What follows belongs to an exercise in optimizing a design on an open flow for small area; a production flow would make more cautious choices. Function was checked by simulation only, so behaviour that the tests miss may differ from the original. No driver is modelled on the clock port, so clocking that relies on it looks cheaper here than on a real chip.

==> flow/design.v, too long to show whole: its modules and the start of the top module <==
// module cordic: 2636 lines
module cordic(input clk,
              input signed [7:0] x_in,
              input signed [7:0] y_in,
              output signed [31:0] r,
              output signed [31:0] phi,
              output signed [31:0] dummy1,
              output signed [31:0] dummy2,
              output signed [31:0] dummy3);
  // ...
==> flow/flow/run.sh <==
#!/bin/bash
set -euo pipefail
export BUFFER_PORTS_ARGS="-buffer_cell sky130_fd_sc_hd__buf_1"
export CTS_ARGS="-sink_clustering_enable -repair_clock_nets -dont_use_dummy_load -buf_list sky130_fd_sc_hd__clkbuf_16 -sink_clustering_size 35 -sink_clustering_max_diameter 80"
bash standard.sh > standard_flow.log 2>&1
==> flow/standard.sh <==
#!/bin/bash
# synth_recipe.tcl (not shown) runs the flow's synth.tcl, then flattens the netlist and writes it again
# the make line also repeats each setting of config.mk as NAME=value (left out here)
make -C /OpenROAD-flow-scripts/flow DESIGN_CONFIG=/design/flow/config.mk WORK_HOME=/design/flow/orfs CLKGATE_MAP_FILE= SYNTH_SCRIPT=/design/flow/synth_recipe.tcl "${@:-finish}"
==> flow/config.mk <==
export PLATFORM = sky130hd
export DESIGN_NAME = cordic
export DESIGN_NICKNAME = cordic
export VERILOG_FILES = /design/flow/design.v
export SDC_FILE = /design/flow/constraint.sdc
export NUM_CORES = 4
export LEC_CHECK = 0
export CAP_MARGIN = 20
export CORE_MARGIN = 2
export CORE_UTILIZATION = 40
export CTS_BUF_LIST = sky130_fd_sc_hd__clkbuf_16
export CTS_CLUSTER_DIAMETER = 80
export CTS_CLUSTER_SIZE = 30
export SLEW_MARGIN = 20
==> flow/constraint.sdc <==
create_clock -name core_clock -period 10.0 [get_ports {clk}]
set_input_delay 2.0000 -clock core_clock [delete_from_list [all_inputs] [get_ports {clk}]]
set_output_delay 2.0000 -clock core_clock [all_outputs]
set_load 0.01 [all_outputs]
==> impl_metrics.toml, run 1 <==
[synthesis]
synth.distinct_cells = 55
synth_top_area_share_pct = 40.94
yosys_warnings = 1
seq_area_frac_synth_pct = 40.94

[detailed_routing]
dr.max_layer_used = "met4"
viasPerCell = 4.145
detail_route.iter0.violations = 451

[timing]
fin_setup_tns_ns = 0
finalCriticalPeriod_ns = 9.578
worst_pin_slew_ns = 0.7485
max_slew_margin_pct = 50.03
finalHoldViolCount = 0
hold_slack_ns = 0.3003

[min_path]
hold_path_class = "reg -> reg"
holdPathStages = 0

[clock_network]
clk_latency_ns = 0.64
post_cts_buffers = 0
cts_resized = 0
cts_buffers = 28

[final_layout]
fill_cells = 7155
clock_area_share_pct = 2.172
largest_class = "multi-input gates"
ff_latch_area_um2 = 12590

[global_route]
antenna_found_initial = 0
grt_max_degree = 36
gr-usage-met2_pct = 24.75
grt.total_usage_pct = 13.24

[run]
drv_cap = 0

[run_status]
status = "no timing/DRC/antenna violations"
==> run 2: changes to the inputs <==
==> flow/flow/run.sh (replaced) <==
#!/bin/bash
set -euo pipefail
export BUFFER_PORTS_ARGS="-buffer_cell sky130_fd_sc_hd__buf_1"
export CTS_ARGS="-sink_clustering_enable -repair_clock_nets -dont_use_dummy_load -buf_list sky130_fd_sc_hd__clkbuf_16 -sink_clustering_size 30 -sink_clustering_max_diameter 160"
bash standard.sh > standard_flow.log 2>&1
==> run 2 against run 1 <==
  * Largest cell class unchanged
  * Highest routed layer unchanged
  * Fmax increased by 0.14%
  * Worst setup slack improved by 0.014 ns
  * Via count decreased by 0.42%
==> impl_metrics.toml, run 2 <==
[run]
drv_cap = 0

[final_layout]
antennaDiodeCount = 0
ff_latch_area_um2 = 12590
area_growth_syn_to_layout_pct = 4.556
final_area_um2 = 32160
nNetsFinal = 3020
drive_above_1_share_pct = 3.016
fill_cells = 7176
layout_common_cells = "629 x dfxtp_1, 452 x fa_1, 433 x inv_1"
final_common_cell = "dfxtp_1"
multi_input_area_um2 = 15310

[placement]
gp_congestion = 0.8454
post_dp_cell_area_um2 = 31540
place_hpwl_mm = 43.33
portBuffers = 153

[setup_path]
end_kind = "flop"
worstPathRequired_ns = 10.51
crit_type = "reg -> reg"
crit_arrival_ns = 10.08
cp_slowest_stage_delay_ns = 0.53
crit_fanout = 6
startpoint_type = "flop"
crit_slowest_cell = "fa_1"

[global_route]
grt_pass1_vias = 16020
antenna_found_initial = 0
grt.total_usage_pct = 13.22
grt_pass1_wl_mm = 83.34
gr-usage-met2_pct = 24.80
grt_max_degree = 31
gr-max-usage-layer = "met2"
globalRoute.totalOverflow = 0
grtUsageMet1_pct = 16.38
grt.met3_usage_pct = 1.430

[detailed_routing]
detail_route.iter0.violations = 472
vias = 14120
ant_nets = 0
post-route-drc-count = 0
wl_per_cell_um = 14.67
drt_pass1_iterations = 4
wirelength_mm = 50.14
viasPerCell = 4.132

[min_path]
hold_path_class = "reg -> reg"

[synthesis]
syn_inst = 2355
yosysMostFrequentCell = "dfxtp_1"
syn_area_per_cell_um2 = 13.06
synth-xor-area-share_pct = 10.12
synthArstFlopShare_pct = 0
synthTopCellsByArea = "dfxtp_1 41%, fa_1 29%, ha_1 6.6%, xnor2_1 5.9%, inv_1 5.3%"
muxShareOfSynthArea_pct = 1.037
synth.distinct_cells = 55
yosysTopAreaCell = "dfxtp_1"
synth_fa_ha_area_share_pct = 36.01
synth_top_family_by_area = "adder cells"
synth-compound-area-share_pct = 0.6428
synth-simple-area-share_pct = 1.599
ys.flop_type = "dfxtp_1"
synth_top_area_share_pct = 40.94
netlist_area_um2 = 30750
yosys-top-cells-count = "629 x dfxtp_1, 452 x fa_1, 433 x inv_1"
yosys_warnings = 1
seq_area_frac_synth_pct = 40.94
synth_edf_count = 0
synth_seq_cells = 629

[clock_network]
clk_path_buf_depth = 3
clk_latency_ns = 0.59
cts_buffers = 24
post_cts_buffers = 0
htreeDepth = 1
clk_pin_slew_ns = 0.11
cts_tree = "yes"
root_buffer = "clkbuf_16"
clock_sinks = 629

[die]
fp.dieH_um = 281.3
die_x_um = 281.3
die_area_um2 = 79120
row_count = 101
start_util_pct = 40.43
core_um2 = 76080
ios = 177

[timing]
fin_crit_sh_pct = 95.64
clock_skew_ns = 0.03986
rsz0062_at_grt = "no"
finalCriticalPeriod_ns = 9.564
fin_setup_tns_ns = 0
max_freq_mhz = 104.6
slew_violations = 0
worst_pin_slew_ns = 0.7543
finalHoldViolCount = 0
max_slew_margin_pct = 49.65
setup_viol = 0

[run_status]
status = "no timing/DRC/antenna violations"
-- run 2: cell count changes in the layout (fill, tap and decap cells not counted) --
| cell | before | now |
|---|---|---|
| clkbuf_16 | 28 | 24 |
-- run 2: routing by layer --
layer,share of wire [%],wire [um]
met3,2.2,1090
met1,43,21350
met2,53,26760
met4,1.9,935
met5,0,0
-- run 2: path summary, 6_finish.rpt --
kind	start	to	slack, ns	cells past startpoint
max reg2reg	n1888_r16$_DFF_P_	n2204_r17$_DFF_P_	0.44	34
max	n1888_r16$_DFF_P_	n2204_r17$_DFF_P_	0.44	34
min	n16_r5$_DFF_P_	n16_r6$_DFF_P_	0.33	0
min reg2reg	n16_r5$_DFF_P_	n16_r6$_DFF_P_	0.33	0
-- run 2: per-stage QoR --
stage	setup WS (ns)	hold WS [ns]	utilization, %	cells
6_report	0.4359	0.3297	42.27	3417
4_1_cts	0.3554	0.3265	42.25	3417
3_5_place_dp	0.4270	0.3121	41.46	3393
5_1_grt	0.03705	0.3320	42.27	3417
2_1_floorplan	0.7133	0.3096	-	2377
3_3_place_gp	0.5276	0.3101	41.46	3393
-- run 2: worst max-delay path: cells and delay by family, from the launching register on --
family	cells	cell delay, ns
xor+xnor	4	0.97
flops	1	0.33
simple gates	1	0.36
fa+ha+maj	24	7.28
compound gates	1	0.32
buf+inv	4	0.28
-- run 2: repair_timing --
item / in CTS / in global routing
setup endpoints to repair: 0 / 2
hold buffers: 0 / 0
gates resized for setup: 0 / 3
-- run 2: cell families after synthesis --
group	Yosys count
AOI/OAI and AO/OA	25
xor gates and xnor gates	348
adders and majority gates	614
buffers and inverters	626
DFF	629
muxes	28
other	1
and+or+nand+nor	84
-- run 2: layout make-up --
class | instances | share of cell area (%)
Timing Repair Buffer | 170 | 2.183
Inverter | 442 | 5.175
Tap cell | 1030 | 4.008
Clock buffer | 24 | 1.868
Sequential cell | 629 | 39.16
Multi-Input combinational cell | 1122 | 47.61
==> run 3: changes to the inputs <==
==> flow/flow/run.sh (replaced) <==
#!/bin/bash
set -euo pipefail
export BUFFER_PORTS_ARGS="-buffer_cell sky130_fd_sc_hd__buf_1"
export CTS_ARGS="-sink_clustering_enable -repair_clock_nets -dont_use_dummy_load -buf_list sky130_fd_sc_hd__clkbuf_16 -sink_clustering_size 30 -sink_clustering_max_diameter 80"
bash standard.sh > standard_flow.log 2>&1
==> run 3 against run 2 <==
  * Still clean
  * Design area grew 0.39%
  * Synthesized cell count stayed put
  * Sequential cell count stayed put
  * Worst setup slack got worse by 0.0073 ns
  * Register-to-register slack about the same
  * Sequential share of layout area down 0.15 points
  * Cell count increased by 0.15%
  * Critical path depth did not move
  * Fmax hardly changed
  * Routed wire length increased by 0.47%
  * First-iteration DRC count is 1.5% higher
  * Critical path type unchanged
  * Critical endpoint unchanged
  * Largest cell class unchanged
==> impl_metrics.toml, run 3 <==
[setup_path]
r2r_start = "n1888_r16$_DFF_P_"
end_kind = "flop"
reg2reg_depth = 34
crit_fanout = 6
r2r-end = "n2204_r17$_DFF_P_"
crit_buf_inv = 4
startpoint_type = "flop"
cp_slowest_stage_delay_ns = 0.53
crit_type = "reg -> reg"
crit_arrival_ns = 10.08
crit_slowest_cell = "fa_1"
cp_top_family = "adder cells"
startpoint = "n1888_r16$_DFF_P_"
reg2reg_setup_slack_ns = 0.43
worstPathRequired_ns = 10.51

[timing]
fin_setup_tns_ns = 0
fin_crit_sh_pct = 95.71
max_slew_margin_pct = 50.02
clock_skew_ns = 0.05197
setup_slack_ns = 0.4286
slew_violations = 0
max_freq_mhz = 104.5
rsz0062_at_grt = "no"
finalHoldViolCount = 0
worst_pin_slew_ns = 0.7487
finalCriticalPeriod_ns = 9.571
setup_viol = 0

[detailed_routing]
drt_pass1_iterations = 4
wl_per_cell_um = 14.72
vias = 14180
ant_nets = 0
wirelength_mm = 50.37
post-route-drc-count = 0
viasPerCell = 4.144
detail_route.iter0.violations = 479

[global_route]
grt_max_degree = 31
antenna_found_initial = 0
grt.total_usage_pct = 13.25
grt_pass1_wl_mm = 83.49
grt_pass1_vias = 16070
globalRoute.totalOverflow = 0

[die]
ios = 177
die_x_um = 281.3
row_count = 101
fp.dieH_um = 281.3
core_um2 = 76080
start_util_pct = 40.43
die_area_um2 = 79120

[placement]
gp_congestion = 0.8454
portBuffers = 153
place_ws_ns = 0.4270
place_hpwl_mm = 43.33

[min_path]
hold_path_class = "reg -> reg"
worstHoldStart = "n752_r14$_DFF_P_"
hold_end = "n752_r15$_DFF_P_"
holdPathStages = 0

[clock_network]
clock_sinks = 629
cts_tree = "yes"
cts.hold.buffers_added = 0
clk_path_buf_depth = 3
clk_latency_ns = 0.61
clk_pin_slew_ns = 0.10
root_buffer = "clkbuf_16"
cts_buffers = 29
htreeDepth = 1

[final_layout]
layout_common_cells = "629 x dfxtp_1, 452 x fa_1, 433 x inv_1"
area_growth_syn_to_layout_pct = 4.964
drive_above_1_share_pct = 3.219
nNetsFinal = 3025
antennaDiodeCount = 0
fill_cells = 7152
final_common_cell = "dfxtp_1"

[synthesis]
synth_edf_count = 0
synth.distinct_cells = 55
seq_area_frac_synth_pct = 40.94
yosysTopAreaCell = "dfxtp_1"
yosys_warnings = 1
synthArstFlopShare_pct = 0
ys.flop_type = "dfxtp_1"
yosys-top-cells-count = "629 x dfxtp_1, 452 x fa_1, 433 x inv_1"
syn_inst = 2355
syn_area_per_cell_um2 = 13.06
synth_seq_cells = 629
netlist_area_um2 = 30750
synth_top_area_share_pct = 40.94
yosysMostFrequentCell = "dfxtp_1"
synthTopCellsByArea = "dfxtp_1 41%, fa_1 29%, ha_1 6.6%, xnor2_1 5.9%, inv_1 5.3%"

[run_status]
status = "no timing/DRC/antenna violations"

[run]
drv_cap = 0
## run 3: cell count changes in the layout (fill, tap and decap cells not counted), sizes merged
| cell | before | now |
|---|---|---|
| clkbuf | 24 | 29 |
## run 3: routing by layer
layer  vias up  track usage, %  share of wire (%)
met3        58           1.330                2.2
met2       142           24.67                 53
li1       6862               -                  -
met4         0           2.960                2.4
met1      7120           16.49                 42
met5         -               0                  0
## run 3: logic make-up (layout without fill, tap and decap cells)
logic type / Yosys count / in the layout / synth area share, %
mux: 28 / 28 / 1.037
other cells: 1 / 23 / 0.01219
simple gates: 84 / 84 / 1.599
compound gates: 25 / 25 / 0.6428
flops: 629 / 629 / 40.94
buf+inv: 626 / 641 / 9.630
fa+ha+maj: 614 / 614 / 36.01
xor+xnor: 348 / 348 / 10.12
## run 3: worst max-delay path by stage
stage               cells past startpoint           endpoint
finish                                 34  n2204_r17$_DFF_P_
global route                           34  n2204_r17$_DFF_P_
CTS                                    34  n2204_r17$_DFF_P_
detailed placement                     34  n2204_r17$_DFF_P_
global placement                       34  n2204_r17$_DFF_P_
floorplan                              36  n2204_r17$_DFF_P_
## run 3: repair_timing
item / CTS / global route
resized for setup: 0 / 3
endpoints found under the setup margin: 0 / 2
setup buffers: 0 / 0
## run 3: cell type report
cell class / count / area [um^2] / area share, %
clock buffers: 29 / 725.7 / 2.248
flip-flops and latches: 629 / 12590 / 39.01
multi-input cells: 1122 / 15310 / 47.42
inverters: 442 / 1664 / 5.155
repair buffers: 170 / 701.9 / 2.174
well taps: 1030 / 1289 / 3.992
## run 3: through the flow
| step | utilization (%) | hold slack (ns) | instance area [um^2] | std cells |
|---|---|---|---|---|
| CTS | 42.41 | 0.3250 | 32260 | 3422 |
| floorplan | - | 0.3096 | 30840 | 2377 |
| global placement | 41.46 | 0.3101 | 31540 | 3393 |
| detailed placement | 41.46 | 0.3121 | 31540 | 3393 |
| global route | 42.43 | 0.3306 | 32280 | 3422 |
| finish | 42.43 | 0.3218 | 32280 | 3422 |
==> run 4: changes to the inputs <==
==> flow/flow/run.sh (replaced) <==
#!/bin/bash
set -euo pipefail
export BUFFER_PORTS_ARGS="-buffer_cell sky130_fd_sc_hd__buf_1"
export CTS_ARGS="-sink_clustering_enable -repair_clock_nets -dont_use_dummy_load -buf_list sky130_fd_sc_hd__clkbuf_16 -sink_clustering_size 30 -sink_clustering_max_diameter 110"
bash standard.sh > standard_flow.log 2>&1
==> run 4 against run 3 <==
  * First-iteration DRC count down 11%
  * Sequential cell count unchanged
  * Still clean on timing, DRC and antenna
  * Register-to-register slack about the same
  * Count of clock-buffer cells in the layout down 4
  * Synthesized cell count unchanged
  * Sequential share of layout area up 0.12 points
  * Critical endpoint unchanged
  * Core utilization down 0.13 points
  * Area after synthesis unchanged
  * Critical path type unchanged
==> impl_metrics.toml, run 4 <==
[timing]
hold_slack_ns = 0.3282
fin_setup_tns_ns = 0
rsz0062_at_grt = "no"
max_slew_margin_pct = 48.98
clock_skew_ns = 0.06528
slew_violations = 0
finalHoldViolCount = 0
fin_crit_sh_pct = 95.85
worst_pin_slew_ns = 0.7643
max_freq_mhz = 104.3
setup_viol = 0
finalCriticalPeriod_ns = 9.585

[detailed_routing]
wl_per_cell_um = 14.69
post-route-drc-count = 0
viasPerCell = 4.138
drt_pass1_iterations = 4
ant_nets = 0
detail_route.iter0.violations = 426
m1WireLength_mm = 21.28
wirelength_mm = 50.23
dr.max_layer_used = "met4"
vias = 14140
met3_length_mm = 1.071
met2_length_mm = 26.72

[synthesis]
synth_seq_cells = 629
synth-simple-area-share_pct = 1.599
ys.flop_type = "dfxtp_1"
yosysTopAreaCell = "dfxtp_1"
synthTopCellsByArea = "dfxtp_1 41%, fa_1 29%, ha_1 6.6%, xnor2_1 5.9%, inv_1 5.3%"
synth.distinct_cells = 55
synth_fa_ha_area_share_pct = 36.01
synth_top_area_share_pct = 40.94
synthArstFlopShare_pct = 0
synth-xor-area-share_pct = 10.12
muxShareOfSynthArea_pct = 1.037
seq_area_frac_synth_pct = 40.94
yosysMostFrequentCell = "dfxtp_1"
synth_top_family_by_area = "adder cells"
synth-compound-area-share_pct = 0.6428
yosys-top-cells-count = "629 x dfxtp_1, 452 x fa_1, 433 x inv_1"
syn_inst = 2355
synth_edf_count = 0
yosys_warnings = 1
syn_area_per_cell_um2 = 13.06
netlist_area_um2 = 30750

[final_layout]
area_growth_syn_to_layout_pct = 4.634
ff_latch_area_um2 = 12590
nNetsFinal = 3021
fin_cells = 3418
antennaDiodeCount = 0
drive_above_1_share_pct = 3.015
fill_cells = 7171
final_common_cell = "dfxtp_1"
layout_common_cells = "629 x dfxtp_1, 452 x fa_1, 433 x inv_1"
multi_input_area_um2 = 15310

[die]
row_count = 101
core_um2 = 76080
die_x_um = 281.3
die_area_um2 = 79120
ios = 177
fp.dieH_um = 281.3
start_util_pct = 40.43

[clock_network]
clk_path_buf_depth = 3
cts.hold.buffers_added = 0
clk_latency_ns = 0.62
cts_tree = "yes"
clk_pin_slew_ns = 0.11
htreeDepth = 1
cts_buffers = 25
clock_sinks = 629
root_buffer = "clkbuf_16"

[run]
drv_cap = 0

[setup_path]
crit_type = "reg -> reg"
end_kind = "flop"
worstPathRequired_ns = 10.52
crit_arrival_ns = 10.11
reg2reg_depth = 34
startpoint_type = "flop"
crit_fanout = 6
cp_slowest_stage_delay_ns = 0.53
crit_slowest_cell = "fa_1"

[placement]
post-place-cells = 3393
gp_congestion = 0.8454
portBuffers = 153
place_hpwl_mm = 43.33

[min_path]
holdPathStages = 0
hold_path_class = "reg -> reg"

[global_route]
globalRoute.totalOverflow = 0
antenna_found_initial = 0
grt_max_degree = 31
grt.total_usage_pct = 13.24
grt_pass1_vias = 16070
grt_pass1_wl_mm = 83.43

[run_status]
status = "no timing/DRC/antenna violations"
==> run 4: cell count changes in the layout (fill, tap and decap cells not counted), sizes merged <==
cell | before | now
clkbuf | 29 | 25
==> run 4: final cells by class <==
| type | count | area share, % |
|---|---|---|
| well taps | 1030 | 4.005 |
| clock buffers | 25 | 1.944 |
| repair buffers | 170 | 2.181 |
| flip-flops and latches | 629 | 39.13 |
| multi-input cells | 1122 | 47.57 |
| inverters | 442 | 5.171 |
==> run 4: through the flow <==
step           util (%)  instance area [um^2]  setup slack [ns]
3_5_place_dp      41.46                 31540            0.4270
3_3_place_gp      41.46                 31540            0.5276
2_1_floorplan         -                 30840            0.7133
5_1_grt           42.30                 32180           0.02496
4_1_cts           42.28                 32160            0.3864
6_report          42.30                 32180            0.4149
==> run 4: path summary, 6_finish.rpt <==
check | from | end | slack, ns
max reg2reg | n1888_r16$_DFF_P_ | n2204_r17$_DFF_P_ | 0.41
min | n16_r5$_DFF_P_ | n16_r6$_DFF_P_ | 0.33
max | n1888_r16$_DFF_P_ | n2204_r17$_DFF_P_ | 0.41
min reg2reg | n16_r5$_DFF_P_ | n16_r6$_DFF_P_ | 0.33
==> run 4: logic make-up (layout without fill, tap and decap cells) <==
group,after synthesis,in the layout
muxes,28,28
xor gates and xnor gates,348,348
buffers and inverters,626,637
other,1,23
DFF,629,629
adders and majority gates,614,614
and+or+nand+nor,84,84
AOI/OAI and AO/OA,25,25
==> run 4: worst max-delay path, delay by kind of cell, from the launching register on <==
| kind | cells | cell delay (ns) |
|---|---|---|
| buffers and inverters | 4 | 0.28 |
| and+or+nand+nor | 1 | 0.36 |
| xor gates and xnor gates | 4 | 0.99 |
| AOI/OAI and AO/OA | 1 | 0.33 |
| adders and majority gates | 24 | 7.29 |
| DFF | 1 | 0.32 |
==> run 4: routing by layer <==
layer | GRT usage [%] | up-vias
li1 | - | 6842
met4 | 2.891 | 0
met5 | 0 | -
met2 | 24.75 | 138
met3 | 1.397 | 59
met1 | 16.36 | 7104
==> run 4: what timing repair did <==
action                                  CTS  global route
endpoints found under the hold margin     0             0
buffers inserted                          0             0
endpoints found under the setup margin    0             2
gates resized for setup                   0             2
==> run 5: changes to the inputs <==
--- a/flow/flow/run.sh
+++ b/flow/flow/run.sh
@@ -4,2 +4,8 @@
 export CTS_ARGS="-sink_clustering_enable -repair_clock_nets -dont_use_dummy_load -buf_list sky130_fd_sc_hd__clkbuf_16 -sink_clustering_size 30 -sink_clustering_max_diameter 110"
+bash standard.sh synth > synth_flow.log 2>&1
+R=orfs/results/sky130hd/cordic/base
+cp "$R/1_2_yosys.v" "$R/1_2_yosys_standard.v"
+python3 flow/runflip.py "$R/1_2_yosys_standard.v" "$R/1_2_yosys_flipped.v" > flip.log 2>&1
+sleep 1
+cp "$R/1_2_yosys_flipped.v" "$R/1_2_yosys.v"
 bash standard.sh > standard_flow.log 2>&1
==> flow/flow/flip.py (new file) <==
import sys
from nl import Netlist
INV = 'sky130_fd_sc_hd__inv_1'
def is_inv(nl, c): return nl.cells[c][0].startswith('sky130_fd_sc_hd__inv_') or nl.cells[c][0].startswith('sky130_fd_sc_hd__clkinv_')
def count_inv(nl): return sum(1 for c in nl.cells if is_inv(nl, c))

def inv_of(nl, n):
    """existing inverter cell whose input is n"""
    for (c, p) in nl.loads.get(n, []):
        if is_inv(nl, c) and p == 'A': return c
    return None

def gain(nl, f):
    typ, pm = nl.cells[f]
    g = 0
    for p in ('A', 'B', 'CIN'):
        n = pm[p]
        d = nl.drv.get(n)
        if d and is_inv(nl, d[0]):
            # can use inverter input; inverter removable if this is its only load
            if len(nl.loads[n]) == 1: g += 1
        else:
            if inv_of(nl, n) is None: g -= 1
    for p in ('SUM', 'COUT'):
        n = pm[p]
        ls = nl.loads.get(n, [])
        invl = [c for c, q in ls if is_inv(nl, c)]
        other = [c for c, q in ls if not is_inv(nl, c)]
        if n in nl.ports_out: other.append('PORT')
        g += len(invl)          # those inverters disappear (their loads take new net)
        if other: g -= 1        # one new inverter for the rest
    return g

def flip(nl, f):
    typ, pm = nl.cells[f]
    for p in ('A', 'B', 'CIN'):
        n = pm[p]
        d = nl.drv.get(n)
        if d and is_inv(nl, d[0]):
            src = nl.cells[d[0]][1]['A']
            pm[p] = src
            if len(nl.loads[n]) == 1:
                del nl.cells[d[0]]
        else:
            e = inv_of(nl, n)
            if e is not None:
                pm[p] = nl.cells[e][1]['Y']
            else:
                nn = nl.newnet()
                nl.newcell(INV, {'A': n, 'Y': nn})
                pm[p] = nn
        nl.rebuild()
    for p in ('SUM', 'COUT'):
        n = pm[p]
        ls = list(nl.loads.get(n, []))
        invl = [c for c, q in ls if is_inv(nl, c)]
        other = [(c, q) for c, q in ls if not is_inv(nl, c)]
        newn = nl.newnet()
        pm[p] = newn       # fa now drives ~old value on newn
        # inverter loads: their output nets now driven by ... they computed ~old = new value
        for c in invl:
            y = nl.cells[c][1]['Y']
            # reconnect loads of y to newn ; if y is a port net, keep a buffer-free alias not possible -> keep inverter as buffer? handle: if port, skip
            for (c2, q2) in list(nl.loads.get(y, [])):
                nl.cells[c2][1][q2] = newn
            if y in nl.ports_out:
                raise Exception('port')
            del nl.cells[c]
        if other or n in nl.ports_out:
            nl.newcell(INV, {'A': newn, 'Y': n})   # n keeps its name, now driven by inverter
        nl.rebuild()

def run(nl, maxit=20):
    for it in range(maxit):
        changed = 0
        fas = [c for c in list(nl.cells) if c in nl.cells and nl.cells[c][0].startswith('sky130_fd_sc_hd__fa_')]
        for f in fas:
            if f not in nl.cells: continue
            if gain(nl, f) > 0:
                try:
                    flip(nl, f); changed += 1
                except Exception as e:
                    pass
        print('iter', it, 'flipped', changed, 'inverters', count_inv(nl), file=sys.stderr)
        if not changed: break

if __name__ == '__main__':
    nl = Netlist(open(sys.argv[1]).read())
    print('inverters before', count_inv(nl), file=sys.stderr)
    run(nl)
    open(sys.argv[2], 'w').write(nl.write())

COMP = {'sky130_fd_sc_hd__xor2_1': 'sky130_fd_sc_hd__xnor2_1', 'sky130_fd_sc_hd__xnor2_1': 'sky130_fd_sc_hd__xor2_1',
        'sky130_fd_sc_hd__xor3_1': 'sky130_fd_sc_hd__xnor3_1', 'sky130_fd_sc_hd__xnor3_1': 'sky130_fd_sc_hd__xor3_1'}
XORT = ('sky130_fd_sc_hd__xor2_1', 'sky130_fd_sc_hd__xnor2_1')
OPIN = {'sky130_fd_sc_hd__xor2_1': 'X', 'sky130_fd_sc_hd__xnor2_1': 'Y', 'sky130_fd_sc_hd__xor3_1': 'X', 'sky130_fd_sc_hd__xnor3_1': 'X'}
def swap(nl, c):
    t = nl.cells[c][0]; nt = COMP[t]
    pm = nl.cells[c][1]
    o = pm.pop(OPIN[t])
    pm[OPIN[nt]] = o
    nl.cells[c][0] = nt

def absorb(nl):
    """remove inverters: (a) driver is xor/xnor with the inverter as its only load -> swap driver type;
    (b) inverter whose loads are all xor2/xnor2 inputs -> swap those gates; (c) inv->inv pairs."""
    n_rm = 0
    for c in list(nl.cells):
        if c not in nl.cells or not is_inv(nl, c): continue
        a = nl.cells[c][1]['A']; y = nl.cells[c][1]['Y']
        if y in nl.ports_out or a in nl.ports_in and False: continue
        d = nl.drv.get(a)
        if d and d[0] in nl.cells and nl.cells[d[0]][0] in COMP and len(nl.loads[a]) == 1 and a not in nl.ports_out:
            swap(nl, d[0])
            nl.cells[d[0]][1][OPIN[nl.cells[d[0]][0]]] = y
            del nl.cells[c]; nl.rebuild(); n_rm += 1; continue
        ls = nl.loads.get(y, [])
        if ls and all(nl.cells[l][0] in XORT for l, p in ls) and y not in nl.ports_out:
            for l, p in ls:
                swap(nl, l)
                nl.cells[l][1][p] = a
            del nl.cells[c]; nl.rebuild(); n_rm += 1; continue
        if d and d[0] in nl.cells and is_inv(nl, d[0]) and y not in nl.ports_out:
            src = nl.cells[d[0]][1]['A']
            for l, p in list(ls):
                nl.cells[l][1][p] = src
            del nl.cells[c]
            nl.rebuild()
            if not nl.loads.get(a) and a not in nl.ports_out:
                del nl.cells[d[0]]
            nl.rebuild(); n_rm += 1; continue
    return n_rm

def run2(nl):
    for r in range(5):
        run(nl)
        k = absorb(nl)
        print('absorbed', k, 'inverters', count_inv(nl), file=sys.stderr)
        if k == 0: break

if __name__ == '__main__' and len(sys.argv) > 3:
    pass
==> flow/flow/nl.py (new file) <==
import re, sys
from collections import defaultdict

OUTPINS = {'X', 'Y', 'Q', 'SUM', 'COUT', 'HI', 'LO'}

class Netlist:
    def __init__(self, text):
        self.text = text
        m = re.search(r'module\s+(\w+)\s*\((.*?)\);', text, re.S)
        self.modname = m.group(1)
        self.header_end = m.end()
        body = text[m.end():text.rindex('endmodule')]
        self.decls = []
        self.cells = {}   # name -> [type, {pin: net}]
        self.order = []
        # declarations
        for d in re.finditer(r'^\s*(input|output|wire)\s+(\[\d+:\d+\]\s*)?([^;]+);', body, re.M):
            self.decls.append((d.group(1), (d.group(2) or '').strip(), d.group(3).strip()))
        for c in re.finditer(r'(sky130_fd_sc_hd__\w+)\s+(\S+)\s*\((.*?)\);', body, re.S):
            typ, name, pins = c.group(1), c.group(2), c.group(3)
            pm = {}
            for p, n in re.findall(r'\.(\w+)\(([^()]*)\)', pins):
                pm[p] = n.strip()
            self.cells[name] = [typ, pm]
            self.order.append(name)
        self.assigns = re.findall(r'^\s*assign\s+(.*?);', body, re.M)
        self.nid = 0
        self.ports_in = set(); self.ports_out = set()
        for kind, rng, names in self.decls:
            if kind in ('input', 'output'):
                for nm in names.split(','):
                    nm = nm.strip()
                    if rng:
                        hi, lo = map(int, re.findall(r'\d+', rng))
                        for i in range(lo, hi + 1):
                            (self.ports_in if kind == 'input' else self.ports_out).add('%s[%d]' % (nm, i))
                    else:
                        (self.ports_in if kind == 'input' else self.ports_out).add(nm)
        self.rebuild()

    def rebuild(self):
        self.drv = {}; self.loads = defaultdict(list)
        for name, (typ, pm) in self.cells.items():
            for p, n in pm.items():
                if p in OUTPINS: self.drv[n] = (name, p)
                else: self.loads[n].append((name, p))

    def newnet(self):
        self.nid += 1
        n = '_nopt%d_' % self.nid
        self.decls.append(('wire', '', n))
        return n

    def newcell(self, typ, pm):
        self.nid += 1
        name = '_noptc%d_' % self.nid
        self.cells[name] = [typ, pm]
        self.order.append(name)
        return name

    def write(self):
        out = [self.text[:self.header_end], '']
        for kind, rng, names in self.decls:
            out.append('  %s %s%s;' % (kind, (rng + ' ') if rng else '', names))
        for a in self.assigns:
            out.append('  assign %s;' % a)
        for name in self.order:
            if name not in self.cells: continue
            typ, pm = self.cells[name]
            out.append('  %s %s (' % (typ, name))
            out.append(',\n'.join('    .%s(%s)' % (p, n) for p, n in pm.items()))
            out.append('  );')
        out.append('endmodule')
        return '\n'.join(out) + '\n'
==> flow/flow/runflip.py (new file) <==
import sys
sys.path.insert(0, __import__("os").path.dirname(__import__("os").path.abspath(__file__)))
import flip
from nl import Netlist
nl = Netlist(open(sys.argv[1]).read())
b = flip.count_inv(nl)
flip.run2(nl)
print('inverters %d -> %d' % (b, flip.count_inv(nl)))
open(sys.argv[2], 'w').write(nl.write())
==> run 5 against run 4 <==
  * Largest cell class unchanged
  * Routed wire length shrank 1.2%
  * Worst hold slack worse by 0.019 ns
  * Area after synthesis shrank 1.8%
  * Still clean
  * Sequential share of layout area is 0.80 points higher
  * Clock skew up 0.017 ns
  * Die area fell by 1.8%
  * Cell count shrank 6.2%
  * Highest routed layer unchanged
  * Synthesized cell count fell by 6.3%
==> impl_metrics.toml, run 5 <==
[final_layout]
fill_cells = 6951
final_util_pct = 42.29
nNetsFinal = 2871
fin_cells = 3207
layout_common_cells = "628 x dfxtp_1, 452 x fa_1, 284 x inv_1"
antennaDiodeCount = 0
final_common_cell = "dfxtp_1"
drive_above_1_share_pct = 3.262
area_growth_syn_to_layout_pct = 4.442

[synthesis]
yosys_warnings = 1
netlist_area_um2 = 30200
syn_inst = 2206
syn_area_per_cell_um2 = 13.69

[clock_network]
root_buffer = "clkbuf_16"
cts_tree = "yes"
clk_latency_ns = 0.61
clk_pin_slew_ns = 0.11
clk_path_buf_depth = 3
cts_buffers = 25
clock_sinks = 629
htreeDepth = 1
cts.hold.buffers_added = 0

[die]
die_area_um2 = 77700
ios = 177
row_count = 100
fp.dieH_um = 278.8
start_util_pct = 40.49
core_um2 = 74570
die_x_um = 278.8

[placement]
portBuffers = 153
gp_congestion = 0.8447
place_hpwl_mm = 43.02
post-place-cells = 3182

[setup_path]
end_kind = "flop"
crit_slowest_cell = "fa_1"
cp_slowest_stage_delay_ns = 0.61
worstPathRequired_ns = 10.45
critical_path.most_common_cell = "fa_1"
reg2reg_depth = 26
crit_fanout = 6
crit_type = "reg -> reg"
startpoint_type = "flop"
crit_arrival_ns = 10.04

[detailed_routing]
drt_pass1_iterations = 4
wl_per_cell_um = 15.48
wirelength_mm = 49.64
viasPerCell = 4.266
ant_nets = 0
vias = 13680
detail_route.iter0.violations = 503
post-route-drc-count = 0

[run_status]
status = "no timing/DRC/antenna violations"

[run]
drv_cap = 0

[timing]
finalHoldViolCount = 0
fin_crit_sh_pct = 95.92
clock_skew_ns = 0.08237
worst_pin_slew_ns = 0.7205
rsz0062_at_grt = "no"
slew_violations = 0
max_slew_margin_pct = 51.90
setup_viol = 0
max_freq_mhz = 104.3
finalCriticalPeriod_ns = 9.592
fin_setup_tns_ns = 0
hold_slack_ns = 0.3095

[global_route]
grt_pass1_vias = 15620
antenna_found_initial = 0
grt_max_degree = 31
grt_pass1_wl_mm = 82.68
globalRoute.totalOverflow = 0
grt.total_usage_pct = 13.33

[min_path]
hold_path_class = "reg -> reg"
holdPathStages = 0
-- run 5: repair_timing --
item | in CTS | in global routing
gates resized for setup | 0 | 3
setup endpoints to repair | 0 | 14
buffers inserted | 0 | 0
-- run 5: path summary, 6_finish.rpt --
| check | start | slack [ns] | end |
|---|---|---|---|
| max | n1619_r14$_DFF_P_ | 0.41 | n1776_r15$_DFF_P_ |
| min | n9_r15$_DFF_P_ | 0.31 | n9_r16$_DFF_P_ |
| max reg2reg | n1619_r14$_DFF_P_ | 0.41 | n1776_r15$_DFF_P_ |
| min reg2reg | n9_r15$_DFF_P_ | 0.31 | n9_r16$_DFF_P_ |
-- run 5: per-stage QoR --
step | setup WS (ns) | instance area [um^2]
floorplan | 0.7854 | 30280
global placement | 0.6081 | 30890
detailed placement | 0.3849 | 30890
CTS | 0.02172 | 31520
global route | 0.007214 | 31540
finish | 0.4081 | 31540
-- run 5: cell type report --
class                           count  area, um^2  share of cell area (%)
Clock buffer                       25       625.6                   1.984
Inverter                          293        1105                   3.503
Tap cell                          969        1212                   3.844
Timing Repair Buffer              169       694.4                   2.202
Sequential cell                   629       12590                   39.93
Multi-Input combinational cell   1122       15310                   48.53
-- run 5: layer usage --
| layer | track usage (%) | vias up | wire (um) |
|---|---|---|---|
| met4 | 2.826 | 0 | 1065 |
| li1 | - | 6545 | - |
| met5 | 0 | - | 0 |
| met2 | 24.82 | 133 | 26670 |
| met1 | 16.59 | 6946 | 20770 |
| met3 | 1.481 | 57 | 1132 |
-- run 5: critical path, delay by kind of cell, from the launching register on --
family          cells  cell delay [ns]
fa+ha+maj          19             7.98
compound gates      1             0.53
simple gates        4             0.42
flops               1             0.32
xor+xnor            1             0.19
buf+inv             1             0.05
==> run 6: changes to the inputs <==
--- a/flow/flow/flip.py
+++ b/flow/flow/flip.py
@@ -142 +142,62 @@
     pass
+
+def dedupe(nl):
+    """merge inverters that share the same input net"""
+    k = 0
+    for n in list(nl.loads):
+        invs = [c for c, p in nl.loads.get(n, []) if c in nl.cells and is_inv(nl, c) and p == 'A']
+        if len(invs) < 2: continue
+        keep = invs[0]; ky = nl.cells[keep][1]['Y']
+        for c in invs[1:]:
+            y = nl.cells[c][1]['Y']
+            if y in nl.ports_out: continue
+            for (c2, q2) in list(nl.loads.get(y, [])):
+                nl.cells[c2][1][q2] = ky
+            del nl.cells[c]; k += 1
+        nl.rebuild()
+    return k
+
+def run3(nl, rounds=8, seed=1):
+    import random
+    rnd = random.Random(seed)
+    run2(nl)
+    for r in range(rounds):
+        fas = sorted(c for c in nl.cells if nl.cells[c][0].startswith('sky130_fd_sc_hd__fa_'))
+        rnd.shuffle(fas)
+        for f in fas:
+            if f in nl.cells and gain(nl, f) == 0 and rnd.random() < 0.5:
+                try:
+                    flip(nl, f)
+                except Exception:
+                    pass
+        run2(nl)
+        print('round', r, 'inverters', count_inv(nl), file=sys.stderr)
+
+def cleanup(nl):
+    """(1) remove dead inverters; (2) ha(~a,~b) -> xor2(a,b) + nor2(a,b) when both input inverters
+    are present (the inverters stay if they have other loads)."""
+    k = 0
+    for c in list(nl.cells):
+        if c in nl.cells and is_inv(nl, c):
+            y = nl.cells[c][1]['Y']
+            if not nl.loads.get(y) and y not in nl.ports_out:
+                del nl.cells[c]; k += 1
+    nl.rebuild()
+    for c in list(nl.cells):
+        if c not in nl.cells or not nl.cells[c][0].startswith('sky130_fd_sc_hd__ha_1'): continue
+        pm = nl.cells[c][1]
+        da = nl.drv.get(pm['A']); db = nl.drv.get(pm['B'])
+        if not (da and db and is_inv(nl, da[0]) and is_inv(nl, db[0])): continue
+        a = nl.cells[da[0]][1]['A']; b = nl.cells[db[0]][1]['A']
+        s, co = pm.get('SUM'), pm.get('COUT')
+        del nl.cells[c]
+        if s is not None:
+            nl.newcell('sky130_fd_sc_hd__xor2_1', {'A': a, 'B': b, 'X': s})
+        if co is not None:
+            nl.newcell('sky130_fd_sc_hd__nor2_1', {'A': a, 'B': b, 'Y': co})
+        nl.rebuild()
+        for d in (da[0], db[0]):
+            if d in nl.cells and not nl.loads.get(nl.cells[d][1]['Y']) and nl.cells[d][1]['Y'] not in nl.ports_out:
+                del nl.cells[d]
+        nl.rebuild(); k += 1
+    return k
==> flow/flow/runflip.py (replaced) <==
import sys
sys.path.insert(0, __import__('os').path.dirname(__import__('os').path.abspath(__file__)))
import flip
from nl import Netlist
nl = Netlist(open(sys.argv[1]).read())
b = flip.count_inv(nl)
flip.run3(nl)
print("cleanup", flip.cleanup(nl), file=sys.stderr)
print('inverters %d -> %d' % (b, flip.count_inv(nl)))
open(sys.argv[2], 'w').write(nl.write())
==> run 6 against run 5 <==
  * Still clean
  * Core utilization decreased by 0.081 points
  * Sequential cell count unchanged
  * Clock skew increased by 0.0055 ns
  * Synthesized cell count decreased by 1.5%
  * Area after synthesis decreased by 0.65%
  * Worst setup slack got worse by 0.035 ns
  * Sequential share of layout area increased by 0.21 points
  * Worst hold slack got worse by 0.017 ns
  * Critical endpoint is now n1639_r14$_DFF_P_
==> impl_metrics.toml, run 6 <==
[run_status]
status = "no timing/DRC/antenna violations"

[run]
drv_cap = 0

[timing]
finalCriticalPeriod_ns = 9.627
clock_skew_ns = 0.08786
worst_pin_slew_ns = 0.7472
max_slew_margin_pct = 50.12
slew_violations = 0
setup_viol = 0
fin_crit_sh_pct = 96.27
max_freq_mhz = 103.9
hold_slack_ns = 0.2923
finalHoldViolCount = 0

[detailed_routing]
wirelength_mm = 49.40
viasPerCell = 4.282
wl_per_cell_um = 15.55
detail_route.iter0.violations = 388
vias = 13600
ant_nets = 0
post-route-drc-count = 0
drt_pass1_iterations = 4

[die]
fp.dieH_um = 277.9
core_um2 = 74320
start_util_pct = 40.37
die_x_um = 277.9
ios = 177
row_count = 100
die_area_um2 = 77210

[setup_path]
crit_arrival_ns = 10.06
worstPathRequired_ns = 10.44
startpoint_type = "flop"
reg2reg_setup_slack_ns = 0.37
crit_type = "reg -> reg"
end_kind = "flop"
crit_fanout = 14

[global_route]
grt.total_usage_pct = 13.18
antenna_found_initial = 0
globalRoute.totalOverflow = 0
grt_pass1_vias = 15490
grt_max_degree = 31
grt_pass1_wl_mm = 81.43

[final_layout]
area_growth_syn_to_layout_pct = 4.567
final_common_cell = "dfxtp_1"
fill_cells = 6904
antennaDiodeCount = 0
nNetsFinal = 2823
layout_common_cells = "629 x dfxtp_1, 452 x fa_1, 237 x inv_1"
drive_above_1_share_pct = 3.442
final_area_um2 = 31370

[clock_network]
clk_path_buf_depth = 3
post_cts_buffers = 0
clk_pin_slew_ns = 0.11
cts_tree = "yes"
htreeDepth = 1
clk_latency_ns = 0.61
cts_buffers = 25
clock_sinks = 629
cts_resized = 0
root_buffer = "clkbuf_16"
cts.hold.buffers_added = 0

[synthesis]
netlist_area_um2 = 30000
syn_inst = 2172
syn_area_per_cell_um2 = 13.81
yosys_warnings = 1

[placement]
gp_congestion = 0.8788
post_dp_cell_area_um2 = 30730
portBuffers = 153
place_hpwl_mm = 42.57

[min_path]
hold_path_class = "reg -> reg"
==> run 6: final cells by class <==
class / instances / area [um^2] / share of cell area (%)
sequential: 629 / 12590 / 40.14
timing repair buffer: 173 / 724.4 / 2.309
multi-input combinational: 1135 / 15290 / 48.73
clock buffer: 25 / 625.6 / 1.994
tap: 969 / 1212 / 3.865
inverter: 246 / 928.4 / 2.959
==> run 6: metrics by stage <==
| stage | worst slack, ns | utilization [%] | TNS [ns] | cells |
|---|---|---|---|---|
| 2_1_floorplan | 0.4623 | - | 0 | 2194 |
| 5_1_grt | -0.03300 | 42.21 | -0.03300 | 3177 |
| 4_1_cts | 0.2525 | 42.19 | 0 | 3177 |
| 3_5_place_dp | 0.3364 | 41.35 | 0 | 3152 |
| 6_report | 0.3733 | 42.21 | 0 | 3177 |
| 3_3_place_gp | 0.5986 | 41.35 | 0 | 3152 |
==> run 6: per-layer routing <==
metal	GRT usage [%]	share of wire, %
met4	2.966	2.3
met5	0	0
met2	25.05	54
met3	1.423	1.9
met1	15.88	42
==> run 6: critical path: stages, from the launching register on <==
cell,delay (ns)
dfxtp_1,0.33
xnor3_2,0.50
a41o_4,0.33
inv_6,0.16
xnor2_1,0.11
fa_1,0.42
fa_1,0.40
fa_1,0.39
fa_1,0.39
fa_1,0.39
fa_1,0.39
fa_1,0.39
fa_1,0.39
fa_1,0.39
fa_1,0.40
fa_1,0.39
fa_1,0.37
inv_1,0.07
fa_1,0.45
nand4bb_1,0.28
o41ai_2,0.46
mux2i_4,0.21
xnor2_1,0.19
fa_1,0.41
fa_1,0.39
fa_1,0.39
fa_1,0.43
==> run 6: final timing paths <==
check                         start                end  depth (start not counted)
hold / removal    n1247_r15$_DFF_P_  n1247_r16$_DFF_P_                          0
setup / recovery  n1474_r13$_DFF_P_  n1639_r14$_DFF_P_                         26
hold reg to reg   n1247_r15$_DFF_P_  n1247_r16$_DFF_P_                          0
setup reg to reg  n1474_r13$_DFF_P_  n1639_r14$_DFF_P_                         26

==> static timing again, ports no longer ideal <==
In the flow no input, the clock included, has a driving cell. The finished layouts below were timed again as built, in two steps.
Step 1 sets driving cells, clkbuf_16 on the clock port and buf_2 on the other inputs (assumed; they add their load-dependent delay and slew).
Step 2 times the ports against the registers' clock, not the clock port: input delays grow and output delays shrink by t, the midpoint of the rising clock arrivals with the driver on.
Three values: no drivers, after step 1, after step 2; two values: the first two.
run	t (ns)	setup slack, ns	hold slack, ns
run 1	0.648	0.422 / 0.422 / 0.422	0.300 / 0.300 / 0.300
run 2	0.632	0.436 / 0.436 / 0.436	0.330 / 0.330 / 0.330
run 3	0.645	0.429 / 0.429 / 0.429	0.322 / 0.322 / 0.322
run 4	0.627	0.415 / 0.415 / 0.415	0.328 / 0.328 / 0.328
run 5	0.625	0.408 / 0.408 / 0.408	0.309 / 0.309 / 0.309
run 6	0.621	0.373 / 0.373 / 0.373	0.292 / 0.292 / 0.292
After both steps setup and hold are still met in every run listed.
